Source: an optimization exercise on an open RTL-to-GDS flow (aim: small area and a short achievable clock period). Production flows keep margins and buffers that such runs may drop.
Function was not checked in any run shown here: the RTL went through the layout flow alone.
The flow treats the clock pin as an ideal source. Dropping or thinning the clock tree relies on that and would not hold on a real chip.
Power figures rest on the tool's default switching activity, not on a simulated workload.

## flow/design.v (module list and top-level ports; edited modules follow where they fit)
// module mac5: 926 lines
// module mac5_fa: 4 lines
// module mac5_xn: 3 lines
// module mac5_or: 3 lines
module mac5 #(parameter WIDTH=32)
   (input logic [(WIDTH/2)-1:0] a,
    input logic [(WIDTH/2)-1:0] b,
    input logic               clk, reset,
    output logic [WIDTH-1:0]  out);
  // ...
==> flow/flow/run.sh <==
#!/bin/bash
# Standard layout (bash standard.sh) with: port buffers of a plain buffer cell;
# sizing not held to the cells' footprints; larger drive strengths for a few
# registers and the output buffers before CTS (size.tcl); a clock tree without
# dummy loads; and the root clock buffer removed after CTS (clock_root.tcl),
# so that the clock port drives the two buffers below it. Each tool's output
# goes to its own log here and under orfs/logs.
set -e
ARGS=(MATCH_CELL_FOOTPRINT=0
  BUFFER_PORTS_ARGS="-buffer_cell sky130_fd_sc_hd__buf_1"
  PRE_CTS_TCL=$PWD/flow/size.tcl
  CTS_ARGS="-sink_clustering_enable -repair_clock_nets -dont_use_dummy_load -sink_clustering_size 30 -sink_clustering_max_diameter 60")
bash standard.sh "${ARGS[@]}" cts > standard_cts.log 2>&1
CTS_DB=$PWD/orfs/results/sky130hd/mac5/base/4_cts.odb openroad -no_init -exit flow/clock_root.tcl > clock_root.log 2>&1
bash standard.sh "${ARGS[@]}" finish > standard.log 2>&1
==> flow/flow/clock_root.tcl <==
set db_file $::env(CTS_DB)
read_db $db_file
set block [ord::get_db_block]
set clk_net [$block findNet clk]
set roots {}
foreach it [$clk_net getITerms] { lappend roots [$it getInst] }
foreach root $roots {
  set rout [[$root findITerm X] getNet]
  set sinks {}
  foreach it [$rout getITerms] { if {[$it getInst] ne $root} { lappend sinks $it } }
  puts "removing root [$root getName] ([llength $sinks] sinks)"
  foreach it $sinks { $it disconnect; $it connect $clk_net }
  [$root findITerm A] disconnect
  [$root findITerm X] disconnect
  odb::dbInst_destroy $root
  odb::dbNet_destroy $rout
}
set n 0
foreach it [$clk_net getITerms] { incr n }
puts "clock port now drives $n cell pins"
write_db $db_file
==> flow/flow/size.tcl <==
# Sourced at the start of ORFS's CTS step (before clock_tree_synthesis, whose
# detailed placement then legalizes): sets the drive strength of the registers
# on the critical paths - the operand and Booth-digit registers, which each
# drive 17 gates, the reset flag, which drives 32, and the output registers - and of the output port buffers.
foreach inst [get_cells *] {
  set n [get_full_name $inst]
  set ref [get_property $inst ref_name]
  if {[regexp {^(ra|bone|btwo|bneg)\[} $n] && [string match sky130_fd_sc_hd__dfxtp_* $ref]} {
    replace_cell $inst sky130_fd_sc_hd__dfxtp_4
  } elseif {[regexp {^f\$} $n] && [string match sky130_fd_sc_hd__dfrtp_* $ref]} {
    replace_cell $inst sky130_fd_sc_hd__dfrtp_4
  } elseif {[regexp {^out\[} $n] && [string match sky130_fd_sc_hd__dfxtp_* $ref]} {
    replace_cell $inst sky130_fd_sc_hd__dfxtp_2
  } elseif {[string match output* $n] && [string match sky130_fd_sc_hd__buf_* $ref]} {
    replace_cell $inst sky130_fd_sc_hd__buf_2
  }
}
==> flow/standard.sh <==
#!/bin/bash
# synth_recipe.tcl (not shown) runs the flow's synth.tcl, then flattens the netlist and writes it again
# the make line also repeats each setting of config.mk as NAME=value (left out here)
make -C /OpenROAD-flow-scripts/flow DESIGN_CONFIG=/design/flow/config.mk WORK_HOME=/design/flow/orfs CLKGATE_MAP_FILE= SYNTH_SCRIPT=/design/flow/synth_recipe.tcl "${@:-finish}"
==> flow/config.mk <==
export PLATFORM = sky130hd
export DESIGN_NAME = mac5
export DESIGN_NICKNAME = mac5
export VERILOG_FILES = /design/flow/design.v
export SDC_FILE = /design/flow/constraint.sdc
export NUM_CORES = 4
export LEC_CHECK = 0
export ABC_CLOCK_PERIOD_IN_PS = 1000
export CAP_MARGIN = 20
export CORE_MARGIN = 2
export CORE_UTILIZATION = 40
export SETUP_SLACK_MARGIN = 4.5
export SLEW_MARGIN = 20
export SYNTH_HIERARCHICAL = 1
export SYNTH_MINIMUM_KEEP_SIZE = 0
==> flow/constraint.sdc <==
create_clock -name core_clock -period 7.0 [get_ports {clk}]
set_input_delay 1.4000 -clock core_clock [delete_from_list [all_inputs] [get_ports {clk}]]
set_output_delay 1.4000 -clock core_clock [all_outputs]
set_load 0.01 [all_outputs]
==> PnR_summary.wiki, run 1 <==
{| class="wikitable"
! Metric !! Value
|-
| Fillers || 2740
|-
| Outcome || no timing/DRC/antenna violations
|-
| Count of input and output buffers || 65
|-
| Number of warnings printed during yosys synthesis || 7
|-
| Number of cells in the design after placement || approximately 1400
|-
| Number of resized instances in the post-cts repair step || 0
|-
| Post-CTS setup buffers || 0
|-
| Min-Delay Startpoint || q3_lo6
|-
| Multi-input gate share of the layout cell area || about half
|-
| Largest registers ranked by flip-flop count || out x32, q3_p x24, q3_g x23
|-
| Synthesized net count || around 1200
|-
| Starting density of the core || a little over 40%
|-
| First-pass GRT wire length || ~43000 um
|-
| Sink count of the clock tree || roughly 240
|-
| Via density per instance || about 5.2
|-
| Clock insertion delay at the later pin of the skew report || 0.40 ns
|-
| Number of standard cells in the final layout excluding fillers || ~1400
|-
| Category of cells accounting for the largest share of critical-path delay || flip-flops
|-
| Non-clk invs || 31
|-
| Sequential share of cell area || between 30% and 40%
|-
| Part of the Yosys area used for sequential elements || between 30% and 40%
|-
| Routing usage on met1 || between 20% and 30%
|-
| Critical path origin || out[15]
|-
| Fraction of power spent switching nets || 36.6%
|-
| Sequential cell count || approximately 240
|-
| Total stage count of the critical path || 1
|-
| Capture point of the critical path || out[15]
|-
| Type of the worst setup path || register to output port
|-
| Met3 Track Usage GR || 3.99%
|-
| Crit path launch type || register
|-
| Placeable core region || 0.0296 mm2
|-
| Asr flop ratio synth || less than 1%
|}
==> run 2, diff against run 1 <==
--- a/flow/design.v
+++ b/flow/design.v
@@ -655,138 +655,140 @@
    wire s523, c524;
    mac5_fa u_s523 (.a(q2_30_0), .b(q2_30_1), .c(q2_30_2), .s(s523), .co(c524));
    wire [31:0] sx = {q2_31_0, s523, s521, s519, s517, s515, s513, s511, s509, s507, s505, s503, s501, s499, s497, s495, s493, s491, s489, s487, s485, s483, s481, s479, s477, s475, s473, s471, s469, s467, q2_1_0, q2_0_0};
    wire [31:0] sy = {c524, c522, c520, c518, c516, c514, c512, c510, c508, c506, c504, c502, c500, c498, c496, c494, c492, c490, c488, c486, c484, c482, c480, c478, c476, c474, c472, c470, c468, q2_2_2, 1'b1, 1'b1};
    wire [31:0] sp = sx ^ sy, sg = sx & sy;
    wire lG1 = sg[0] | (sp[0] & 1'b1);
    wire lG2 = sg[2] | (sp[2] & sg[1]);
    wire lP2 = sp[2] & sp[1];
-   wire lG3 = sg[4] | (sp[4] & sg[3]);
-   wire lP3 = sp[4] & sp[3];
-   wire lG4 = sg[6] | (sp[6] & sg[5]);
-   wire lP4 = sp[6] & sp[5];
-   wire lG5 = sg[1] | (sp[1] & lG1);
-   wire lG6 = lG2 | (lP2 & lG1);
-   wire lG7 = sg[5] | (sp[5] & lG3);
-   wire lP7 = sp[5] & lP3;
-   wire lG8 = lG4 | (lP4 & lG3);
-   wire lP8 = lP4 & lP3;
-   wire lG9 = sg[3] | (sp[3] & lG6);
-   wire lG10 = lG3 | (lP3 & lG6);
-   wire lG11 = lG7 | (lP7 & lG6);
-   wire lG12 = lG8 | (lP8 & lG6);
-   wire lG13 = sg[7] | (sp[7] & lG12);
+   wire lG3 = sg[1] | (sp[1] & lG1);
+   wire lG4 = lG2 | (lP2 & lG1);
+   wire lG5 = sg[3] | (sp[3] & lG4);
    logic q3_lo0;
    logic q3_lo1;
    logic q3_lo2;
    logic q3_lo3;
-   logic q3_lo4;
-   logic q3_lo5;
-   logic q3_lo6;
-   logic q3_lo7;
    logic q3_ck;
-   logic [31:8] q3_p, q3_g;
-   wire hG1 = q3_g[8] | (q3_p[8] & q3_ck);
-   wire hG2 = q3_g[10] | (q3_p[10] & q3_g[9]);
-   wire hP2 = q3_p[10] & q3_p[9];
-   wire hG3 = q3_g[12] | (q3_p[12] & q3_g[11]);
-   wire hP3 = q3_p[12] & q3_p[11];
-   wire hG4 = q3_g[14] | (q3_p[14] & q3_g[13]);
-   wire hP4 = q3_p[14] & q3_p[13];
-   wire hG5 = q3_g[16] | (q3_p[16] & q3_g[15]);
-   wire hP5 = q3_p[16] & q3_p[15];
-   wire hG6 = q3_g[18] | (q3_p[18] & q3_g[17]);
-   wire hP6 = q3_p[18] & q3_p[17];
-   wire hG7 = q3_g[20] | (q3_p[20] & q3_g[19]);
-   wire hP7 = q3_p[20] & q3_p[19];
-   wire hG8 = q3_g[22] | (q3_p[22] & q3_g[21]);
-   wire hP8 = q3_p[22] & q3_p[21];
-   wire hG9 = q3_g[24] | (q3_p[24] & q3_g[23]);
-   wire hP9 = q3_p[24] & q3_p[23];
-   wire hG10 = q3_g[26] | (q3_p[26] & q3_g[25]);
-   wire hP10 = q3_p[26] & q3_p[25];
-   wire hG11 = q3_g[28] | (q3_p[28] & q3_g[27]);
-   wire hP11 = q3_p[28] & q3_p[27];
-   wire hG12 = q3_g[30] | (q3_p[30] & q3_g[29]);
-   wire hP12 = q3_p[30] & q3_p[29];
-   wire hG13 = q3_g[9] | (q3_p[9] & hG1);
-   wire hG14 = hG2 | (hP2 & hG1);
-   wire hG15 = q3_g[13] | (q3_p[13] & hG3);
-   wire hP15 = q3_p[13] & hP3;
-   wire hG16 = hG4 | (hP4 & hG3);
-   wire hP16 = hP4 & hP3;
-   wire hG17 = q3_g[17] | (q3_p[17] & hG5);
-   wire hP17 = q3_p[17] & hP5;
-   wire hG18 = hG6 | (hP6 & hG5);
-   wire hP18 = hP6 & hP5;
-   wire hG19 = q3_g[21] | (q3_p[21] & hG7);
-   wire hP19 = q3_p[21] & hP7;
-   wire hG20 = hG8 | (hP8 & hG7);
-   wire hP20 = hP8 & hP7;
-   wire hG21 = q3_g[25] | (q3_p[25] & hG9);
-   wire hP21 = q3_p[25] & hP9;
-   wire hG22 = hG10 | (hP10 & hG9);
-   wire hP22 = hP10 & hP9;
-   wire hG23 = q3_g[29] | (q3_p[29] & hG11);
-   wire hP23 = q3_p[29] & hP11;
-   wire hG24 = hG12 | (hP12 & hG11);
-   wire hP24 = hP12 & hP11;
-   wire hG25 = q3_g[11] | (q3_p[11] & hG14);
-   wire hG26 = hG3 | (hP3 & hG14);
-   wire hG27 = hG15 | (hP15 & hG14);
-   wire hG28 = hG16 | (hP16 & hG14);
-   wire hG29 = q3_g[19] | (q3_p[19] & hG18);
-   wire hP29 = q3_p[19] & hP18;
-   wire hG30 = hG7 | (hP7 & hG18);
-   wire hP30 = hP7 & hP18;
-   wire hG31 = hG19 | (hP19 & hG18);
-   wire hP31 = hP19 & hP18;
-   wire hG32 = hG20 | (hP20 & hG18);
-   wire hP32 = hP20 & hP18;
-   wire hG33 = q3_g[27] | (q3_p[27] & hG22);
-   wire hP33 = q3_p[27] & hP22;
-   wire hG34 = hG11 | (hP11 & hG22);
-   wire hP34 = hP11 & hP22;
-   wire hG35 = hG23 | (hP23 & hG22);
-   wire hP35 = hP23 & hP22;
-   wire hG36 = hG24 | (hP24 & hG22);
-   wire hP36 = hP24 & hP22;
-   wire hG37 = q3_g[15] | (q3_p[15] & hG28);
-   wire hG38 = hG5 | (hP5 & hG28);
-   wire hG39 = hG17 | (hP17 & hG28);
-   wire hG40 = hG18 | (hP18 & hG28);
-   wire hG41 = hG29 | (hP29 & hG28);
-   wire hG42 = hG30 | (hP30 & hG28);
-   wire hG43 = hG31 | (hP31 & hG28);
-   wire hG44 = hG32 | (hP32 & hG28);
-   wire hG45 = q3_g[31] | (q3_p[31] & hG36);
-   wire hP45 = q3_p[31] & hP36;
-   wire hG46 = q3_g[23] | (q3_p[23] & hG44);
-   wire hG47 = hG9 | (hP9 & hG44);
-   wire hG48 = hG21 | (hP21 & hG44);
-   wire hG49 = hG22 | (hP22 & hG44);
-   wire hG50 = hG33 | (hP33 & hG44);
-   wire hG51 = hG34 | (hP34 & hG44);
-   wire hG52 = hG35 | (hP35 & hG44);
-   wire hG53 = hG36 | (hP36 & hG44);
-   wire hG54 = hG45 | (hP45 & hG44);
-   wire [31:0] nsum = {~(q3_p[31] ^ hG53), ~(q3_p[30] ^ hG52), ~(q3_p[29] ^ hG51), ~(q3_p[28] ^ hG50), ~(q3_p[27] ^ hG49), ~(q3_p[26] ^ hG48), ~(q3_p[25] ^ hG47), ~(q3_p[24] ^ hG46), ~(q3_p[23] ^ hG44), ~(q3_p[22] ^ hG43), ~(q3_p[21] ^ hG42), ~(q3_p[20] ^ hG41), ~(q3_p[19] ^ hG40), ~(q3_p[18] ^ hG39), ~(q3_p[17] ^ hG38), ~(q3_p[16] ^ hG37), ~(q3_p[15] ^ hG28), ~(q3_p[14] ^ hG27), ~(q3_p[13] ^ hG26), ~(q3_p[12] ^ hG25), ~(q3_p[11] ^ hG14), ~(q3_p[10] ^ hG13), ~(q3_p[9] ^ hG1), ~(q3_p[8] ^ q3_ck), q3_lo7, q3_lo6, q3_lo5, q3_lo4, q3_lo3, q3_lo2, q3_lo1, q3_lo0};
+   logic [31:4] q3_p, q3_g;
+   wire hG1 = q3_g[4] | (q3_p[4] & q3_ck);
+   wire hG2 = q3_g[6] | (q3_p[6] & q3_g[5]);
+   wire hP2 = q3_p[6] & q3_p[5];
+   wire hG3 = q3_g[8] | (q3_p[8] & q3_g[7]);
+   wire hP3 = q3_p[8] & q3_p[7];
+   wire hG4 = q3_g[10] | (q3_p[10] & q3_g[9]);
+   wire hP4 = q3_p[10] & q3_p[9];
+   wire hG5 = q3_g[12] | (q3_p[12] & q3_g[11]);
+   wire hP5 = q3_p[12] & q3_p[11];
+   wire hG6 = q3_g[14] | (q3_p[14] & q3_g[13]);
+   wire hP6 = q3_p[14] & q3_p[13];
+   wire hG7 = q3_g[16] | (q3_p[16] & q3_g[15]);
+   wire hP7 = q3_p[16] & q3_p[15];
+   wire hG8 = q3_g[18] | (q3_p[18] & q3_g[17]);
+   wire hP8 = q3_p[18] & q3_p[17];
+   wire hG9 = q3_g[20] | (q3_p[20] & q3_g[19]);
+   wire hP9 = q3_p[20] & q3_p[19];
+   wire hG10 = q3_g[22] | (q3_p[22] & q3_g[21]);
+   wire hP10 = q3_p[22] & q3_p[21];
+   wire hG11 = q3_g[24] | (q3_p[24] & q3_g[23]);
+   wire hP11 = q3_p[24] & q3_p[23];
+   wire hG12 = q3_g[26] | (q3_p[26] & q3_g[25]);
+   wire hP12 = q3_p[26] & q3_p[25];
+   wire hG13 = q3_g[28] | (q3_p[28] & q3_g[27]);
+   wire hP13 = q3_p[28] & q3_p[27];
+   wire hG14 = q3_g[30] | (q3_p[30] & q3_g[29]);
+   wire hP14 = q3_p[30] & q3_p[29];
+   wire hG15 = q3_g[5] | (q3_p[5] & hG1);
+   wire hG16 = hG2 | (hP2 & hG1);
+   wire hG17 = q3_g[9] | (q3_p[9] & hG3);
+   wire hP17 = q3_p[9] & hP3;
+   wire hG18 = hG4 | (hP4 & hG3);
+   wire hP18 = hP4 & hP3;
+   wire hG19 = q3_g[13] | (q3_p[13] & hG5);
+   wire hP19 = q3_p[13] & hP5;
+   wire hG20 = hG6 | (hP6 & hG5);
+   wire hP20 = hP6 & hP5;
+   wire hG21 = q3_g[17] | (q3_p[17] & hG7);
+   wire hP21 = q3_p[17] & hP7;
+   wire hG22 = hG8 | (hP8 & hG7);
+   wire hP22 = hP8 & hP7;
+   wire hG23 = q3_g[21] | (q3_p[21] & hG9);
+   wire hP23 = q3_p[21] & hP9;
+   wire hG24 = hG10 | (hP10 & hG9);
+   wire hP24 = hP10 & hP9;
+   wire hG25 = q3_g[25] | (q3_p[25] & hG11);
+   wire hP25 = q3_p[25] & hP11;
+   wire hG26 = hG12 | (hP12 & hG11);
+   wire hP26 = hP12 & hP11;
+   wire hG27 = q3_g[29] | (q3_p[29] & hG13);
+   wire hP27 = q3_p[29] & hP13;
+   wire hG28 = hG14 | (hP14 & hG13);
+   wire hP28 = hP14 & hP13;
+   wire hG29 = q3_g[7] | (q3_p[7] & hG16);
+   wire hG30 = hG3 | (hP3 & hG16);
+   wire hG31 = hG17 | (hP17 & hG16);
+   wire hG32 = hG18 | (hP18 & hG16);
+   wire hG33 = q3_g[15] | (q3_p[15] & hG20);
+   wire hP33 = q3_p[15] & hP20;
+   wire hG34 = hG7 | (hP7 & hG20);
+   wire hP34 = hP7 & hP20;
+   wire hG35 = hG21 | (hP21 & hG20);
+   wire hP35 = hP21 & hP20;
+   wire hG36 = hG22 | (hP22 & hG20);
+   wire hP36 = hP22 & hP20;
+   wire hG37 = q3_g[23] | (q3_p[23] & hG24);
+   wire hP37 = q3_p[23] & hP24;
+   wire hG38 = hG11 | (hP11 & hG24);
+   wire hP38 = hP11 & hP24;
+   wire hG39 = hG25 | (hP25 & hG24);
+   wire hP39 = hP25 & hP24;
+   wire hG40 = hG26 | (hP26 & hG24);
+   wire hP40 = hP26 & hP24;
+   wire hG41 = q3_g[31] | (q3_p[31] & hG28);
+   wire hP41 = q3_p[31] & hP28;
+   wire hG42 = q3_g[11] | (q3_p[11] & hG32);
+   wire hG43 = hG5 | (hP5 & hG32);
+   wire hG44 = hG19 | (hP19 & hG32);
+   wire hG45 = hG20 | (hP20 & hG32);
+   wire hG46 = hG33 | (hP33 & hG32);
+   wire hG47 = hG34 | (hP34 & hG32);
+   wire hG48 = hG35 | (hP35 & hG32);
+   wire hG49 = hG36 | (hP36 & hG32);
+   wire hG50 = q3_g[27] | (q3_p[27] & hG40);
+   wire hP50 = q3_p[27] & hP40;
+   wire hG51 = hG13 | (hP13 & hG40);
+   wire hP51 = hP13 & hP40;
+   wire hG52 = hG27 | (hP27 & hG40);
+   wire hP52 = hP27 & hP40;
+   wire hG53 = hG28 | (hP28 & hG40);
+   wire hP53 = hP28 & hP40;
+   wire hG54 = hG41 | (hP41 & hG40);
+   wire hP54 = hP41 & hP40;
+   wire hG55 = q3_g[19] | (q3_p[19] & hG49);
+   wire hG56 = hG9 | (hP9 & hG49);
+   wire hG57 = hG23 | (hP23 & hG49);
+   wire hG58 = hG24 | (hP24 & hG49);
+   wire hG59 = hG37 | (hP37 & hG49);
+   wire hG60 = hG38 | (hP38 & hG49);
+   wire hG61 = hG39 | (hP39 & hG49);
+   wire hG62 = hG40 | (hP40 & hG49);
+   wire hG63 = hG50 | (hP50 & hG49);
+   wire hG64 = hG51 | (hP51 & hG49);
+   wire hG65 = hG52 | (hP52 & hG49);
+   wire hG66 = hG53 | (hP53 & hG49);
+   wire hG67 = hG54 | (hP54 & hG49);
+   wire [31:0] nsum = {~(q3_p[31] ^ hG66), ~(q3_p[30] ^ hG65), ~(q3_p[29] ^ hG64), ~(q3_p[28] ^ hG63), ~(q3_p[27] ^ hG62), ~(q3_p[26] ^ hG61), ~(q3_p[25] ^ hG60), ~(q3_p[24] ^ hG59), ~(q3_p[23] ^ hG58), ~(q3_p[22] ^ hG57), ~(q3_p[21] ^ hG56), ~(q3_p[20] ^ hG55), ~(q3_p[19] ^ hG49), ~(q3_p[18] ^ hG48), ~(q3_p[17] ^ hG47), ~(q3_p[16] ^ hG46), ~(q3_p[15] ^ hG45), ~(q3_p[14] ^ hG44), ~(q3_p[13] ^ hG43), ~(q3_p[12] ^ hG42), ~(q3_p[11] ^ hG32), ~(q3_p[10] ^ hG31), ~(q3_p[9] ^ hG30), ~(q3_p[8] ^ hG29), ~(q3_p[7] ^ hG16), ~(q3_p[6] ^ hG15), ~(q3_p[5] ^ hG1), ~(q3_p[4] ^ q3_ck), q3_lo3, q3_lo2, q3_lo1, q3_lo0};
    always @(posedge clk) begin
       q3_lo0 <= ~(sp[0] ^ 1'b1);
       q3_lo1 <= ~(sp[1] ^ lG1);
-      q3_lo2 <= ~(sp[2] ^ lG5);
-      q3_lo3 <= ~(sp[3] ^ lG6);
-      q3_lo4 <= ~(sp[4] ^ lG9);
-      q3_lo5 <= ~(sp[5] ^ lG10);
-      q3_lo6 <= ~(sp[6] ^ lG11);
-      q3_lo7 <= ~(sp[7] ^ lG12);
-      q3_ck <= lG13;
-      q3_p <= sp[31:8];
-      q3_g <= sg[31:8];
+      q3_lo2 <= ~(sp[2] ^ lG3);
+      q3_lo3 <= ~(sp[3] ^ lG4);
+      q3_ck <= lG5;
+      q3_p <= sp[31:4];
+      q3_g <= sg[31:4];
    end
    always @(posedge clk or negedge reset)
      if (!reset) f <= 1'b0;
      else f <= 1'b1;
    always @(posedge clk) begin
       ra <= a;
       bneg[0] <= bx[2];
       bone[0] <= bx[1] ^ bx[0];
==> run 2 against run 1 <==
Effect of this change:
- non-clock buffer count grew 2
- hold slack gained 0.0085 ns
- highest routed layer unchanged
- critical path type is now register to register
- sequential share of layout area grew 0.35 points
- still clean on timing, DRC and antenna
==> PnR_summary.wiki, run 2 <==
{| class="wikitable"
! Metric !! Value
|-
| Sink count of the clock tree || 241 (+1.7%)
|-
| Worst slack after detailed placement || 4.30 ns
|-
| Fraction of power consumed by the clock network || 16.4%
|-
| Post-detailed-route count of antenna-violating nets || 0
|-
| Worst Hold Class || register to register
|-
| Gate count of the mapped netlist || ~1000
|-
| Number of warnings printed during yosys synthesis || 7 (unchanged)
|-
| First-pass GRT wire length || 43100 um (+0.19%)
|-
| Total count of hold-check failures in the final report || 0
|-
| Achievable clock frequency || approximately 0.43 GHz
|-
| Cell area after synthesis || 0.0120 mm2
|-
| Worst ir drop on vdd || 0.238 mV
|-
| Asr flop ratio synth || 0.415% (-0.0070 points)
|-
| Minimum clock period || approximately 2.3 ns
|-
| Fillers || 2751 (+0.40%)
|-
| Most common cell in the synthesized netlist || sky130_fd_sc_hd__dfxtp_1
|-
| Placeable core region || 0.0296 mm2 (unchanged)
|-
| Largest registers ranked by flip-flop count || out x32, q3_p x28, q3_g x27
|-
| Post-detailed-route DRC marker count || 0
|-
| Starting density of the core || 40.4% (+0.042 points)
|-
| Type of the worst setup path || register to register
|-
| Number of primary I/O pins || 66
|-
| Largest register by flop count || out
|-
| Proportion of power drawn by flip-flops and latches || between 40% and 50%
|-
| Proportion of layout cells with a drive suffix above 1 || between 10% and 20%
|-
| Routed WL || around 27000 um
|-
| Crit-path slowest cell || sky130_fd_sc_hd__o31ai_2
|-
| Number of flip-flops in the largest register || 32
|-
| Post-synth top cells || sky130_fd_sc_hd__dfxtp_1, sky130_fd_sc_hd__xnor2_1, sky130_fd_sc_hd__fa_1, sky130_fd_sc_hd__a22oi_1, sky130_fd_sc_hd__nand2_1
|-
| Vias in the first global route || just under 8000
|-
| CP max FO || 3
|-
| Logic gate share of total power || a little over two fifths
|-
| Worst slew margin || between 50% and 60%
|-
| Outcome || no timing/DRC/antenna violations
|-
| Buffering stage count on the worst path with inverters included || 1
|-
| Overflow after GRT || 0
|-
| Synthesized net count || 1213 (-0.66%)
|-
| Dominant synthesized flop cell || sky130_fd_sc_hd__dfxtp_1
|-
| Critical path, cell by cell || ha_1, o211ai_2, a21oi_2, o21ai_4, o41ai_4, buf_4, a31oi_2, o31ai_2, a21oi_1, xor2_1
|-
| Largest area contributor in the netlist || sky130_fd_sc_hd__dfxtp_1
|-
| Worst Max-Slew Pin Slew || ~0.67 ns
|-
| Largest net degree at the start of global routing || 33
|-
| Cell Int Power || ~3900 uW
|-
| Die W || roughly 180 um
|-
| Total GRT Usage || between 15 and 20%
|-
| Leakage dissipation || ~0.0050 uW
|-
| Pins Over Slew Limit || 0
|-
| Unrepaired setup endpoints after global routing || yes
|-
| Fraction of power spent switching nets || 36.8% (+0.20 points)
|-
| Via density per instance || 5.11 (-1.2%)
|-
| Floorplan die height || 177 um
|-
| DIE AREA || about 0.031 mm2
|-
| Routability cong. || roughly 0.81
|-
| Detailed Routing Iterations Pass 1 || 5
|-
| DP Wirelength || 19100 um
|-
| Setup slack of the critical path after layout || 4.68 ns
|-
| Number of synthesized flops with an enable pin || 0
|-
| Count of input and output buffers || 65 (unchanged)
|-
| Required time reported for the critical path endpoint || about 7.3 ns
|-
| CP Data Arrival Time || around 2.6 ns
|-
| Clock transition time at the flip-flop clock pins of the worst setup and hold paths || 0.08 ns
|-
| Share of Yosys cell area claimed by the top area cell type || 40.2%
|-
| Slowest stage delay, CP || between 0.4 and 0.5 ns
|-
| PD cells || 466 mW/mm2
|-
| Synthesis-to-finish area growth || 10.5%
|-
| Synth Area per Inst || 11.9 um2
|-
| Area contributors post-synth || sky130_fd_sc_hd__dfxtp_1, sky130_fd_sc_hd__fa_1, sky130_fd_sc_hd__xnor2_1, sky130_fd_sc_hd__a22oi_1, sky130_fd_sc_hd__ha_1
|-
| Drt wl/cell || approximately 19 um
|-
| Final antenna diode count || 0
|-
| Critical path capture point type || register
|-
| Max Cap Violations || 0
|-
| Most common library cell in the layout ignoring fill and taps || sky130_fd_sc_hd__dfxtp_1
|-
| Total setup violations reported at the end of the flow || 0
|-
| Largest clock skew in the final design || about 0.047 ns
|-
| Crit path launch type || register
|-
| Seq cells post-synth || roughly 240
|-
| Initial antenna violation count || 0
|-
| Final clock period utilization by the worst path || 33.1%
|-
| Category of cells accounting for the largest share of critical-path delay || compound AO/OA/AOI/OAI gates
|-
| Detailed Route Iter0 Violations || between 400 and 500
|-
| Switching power of the nets || 2260 uW
|-
| Library cells used by synthesis || 38
|-
| Clock insertion delay at the later pin of the skew report || 0.39 ns (about the same)
|-
| Commonest cells after routing, fill and taps aside || sky130_fd_sc_hd__dfxtp_1, sky130_fd_sc_hd__xnor2_1, sky130_fd_sc_hd__fa_1, sky130_fd_sc_hd__a22oi_1, sky130_fd_sc_hd__nand2_1
|-
| Fin nets || between 1000 and 1500
|-
| Vias || 7170
|-
| Site Rows || between 60 and 70
|-
| Final sum of negative setup slack || 0 ns
|-
| Part of the Yosys area used for sequential elements || 40.4% (+0.63 points)
|}
==> run 2: per-layer routing <==
| layer | track usage (%) | vias to the layer above | wire (um) |
|---|---|---|---|
| met5 | 0 | - | 0 |
| met1 | 23.8 | 3569 | 11700 |
| met4 | 6.96 | 0 | 906 |
| met3 | 3.11 | 63 | 1500 |
| met2 | 29.3 | 231 | 12800 |
| li1 | - | 3307 | - |
==> run 2: through the flow <==
| step | cells | utilization (%) | power (uW) | instance area (um2) | hold WS (ns) |
|---|---|---|---|---|---|
| floorplan | 1001 | - | 4200 | 12000 | 0.310 |
| global placement | 1380 | 42.0 | 5090 | 12400 | 0.312 |
| detailed placement | 1380 | 42.0 | 5150 | 12400 | 0.315 |
| CTS | 1405 | 44.8 | 6300 | 13200 | 0.306 |
| global route | 1404 | 44.7 | 6820 | 13200 | 0.309 |
| finish | 1404 | 44.7 | 6160 | 13200 | 0.307 |
==> run 2: path summary, 6_finish.rpt <==
check                      startpoint      end  slack [ns]  cells after the start
setup / recovery                q3_ck  out[30]        4.68                     10
hold / removal                 q3_lo0   out[0]        0.31                      0
setup reg to reg                q3_ck  out[30]        4.68                     10
hold reg to reg                q3_lo0   out[0]        0.31                      0
max in group asynchronous       reset        f        6.07                      1
min in group asynchronous       reset        f        0.82                      1
==> run 2: Yosys stat by module (local to each module, per instance) <==
module	flip-flops and latches	cell area, um2	times used	cells
mac5_fa	0	20.0	144	1
mac5_xn	0	8.76	14	1
mac5	241	8860	1	829
mac5_or	0	6.26	14	1
==> run 2: repair_timing <==
item,CTS,global route
buffers inserted,2,0
pin swaps,1,0
resized for setup,1,1
endpoints found under the setup margin,6,2
hold buffers,0,0
==> run 2: worst register-to-register path: stages (launching register included) <==
cell and delay [ns]:
sky130_fd_sc_hd__dfxtp_1 0.32, sky130_fd_sc_hd__ha_1 0.18, sky130_fd_sc_hd__o211ai_2 0.11, sky130_fd_sc_hd__a21oi_2 0.23
sky130_fd_sc_hd__o21ai_4 0.10, sky130_fd_sc_hd__o41ai_4 0.20, sky130_fd_sc_hd__buf_4 0.21, sky130_fd_sc_hd__a31oi_2 0.15
sky130_fd_sc_hd__o31ai_2 0.41, sky130_fd_sc_hd__a21oi_1 0.14, sky130_fd_sc_hd__xor2_1 0.15
==> run 2: layout make-up <==
type / count / area, um2 / area share (%)
inverters: 27 / 101 / 0.767
repair buffers: 68 / 307 / 2.32
clock buffers: 22 / 551 / 4.17
well taps: 390 / 488 / 3.69
multi-input cells: 656 / 6750 / 51.1
flip-flops and latches: 241 / 5020 / 38.0
==> run 2: power by group through the flow <==
stage / Sequential, uW / Combinational [uW] / Clock (uW)
6_report: 2520 / 2630 / 1010
3_5_place_dp: 2530 / 2610 / 0
4_1_cts: 2530 / 2700 / 1080
2_1_floorplan: 2400 / 1800 / 0
3_3_place_gp: 2530 / 2560 / 0
5_1_grt: 2600 / 3120 / 1090
==> run 2: kinds of logic after synthesis <==
kind of cell / synth area share (%)
flip-flops: 40.4
XOR/XNOR: 13.3
adder cells (fa/ha/maj): 27.7
AO/OA/AOI/OAI: 10.3
AND/OR/NAND/NOR: 4.98
buffers and inverters: 3.27
other: 0.0314

[re-timing with driven ports]
In the flow no input, the clock included, has a driving cell. The finished layouts below were timed again as built, in two steps.
Step 1 assumes that a clkbuf_16 drives the clock port and a buf_2 every other input.
Step 2 adds t to the input delays and takes it off the output delays; t is the mean of the earliest and latest rising clock arrival at the registers after step 1. Input paths then give back, and output paths get back, about the clock's delay inside the block.
Slacks: ideal / step 1 / step 2; pairs: ideal / step 1.
run	t (ns)	slack for setup (ns)	worst hold slack (ns)	worst setup path after step 2
run 1	0.436	4.700 / 4.640 / 4.760	0.299 / 0.299 / 0.299	register to register
run 2	0.424	4.681 / 4.631 / 4.681	0.307 / 0.307 / 0.307	register to register
After both steps every run listed still meets setup and hold.
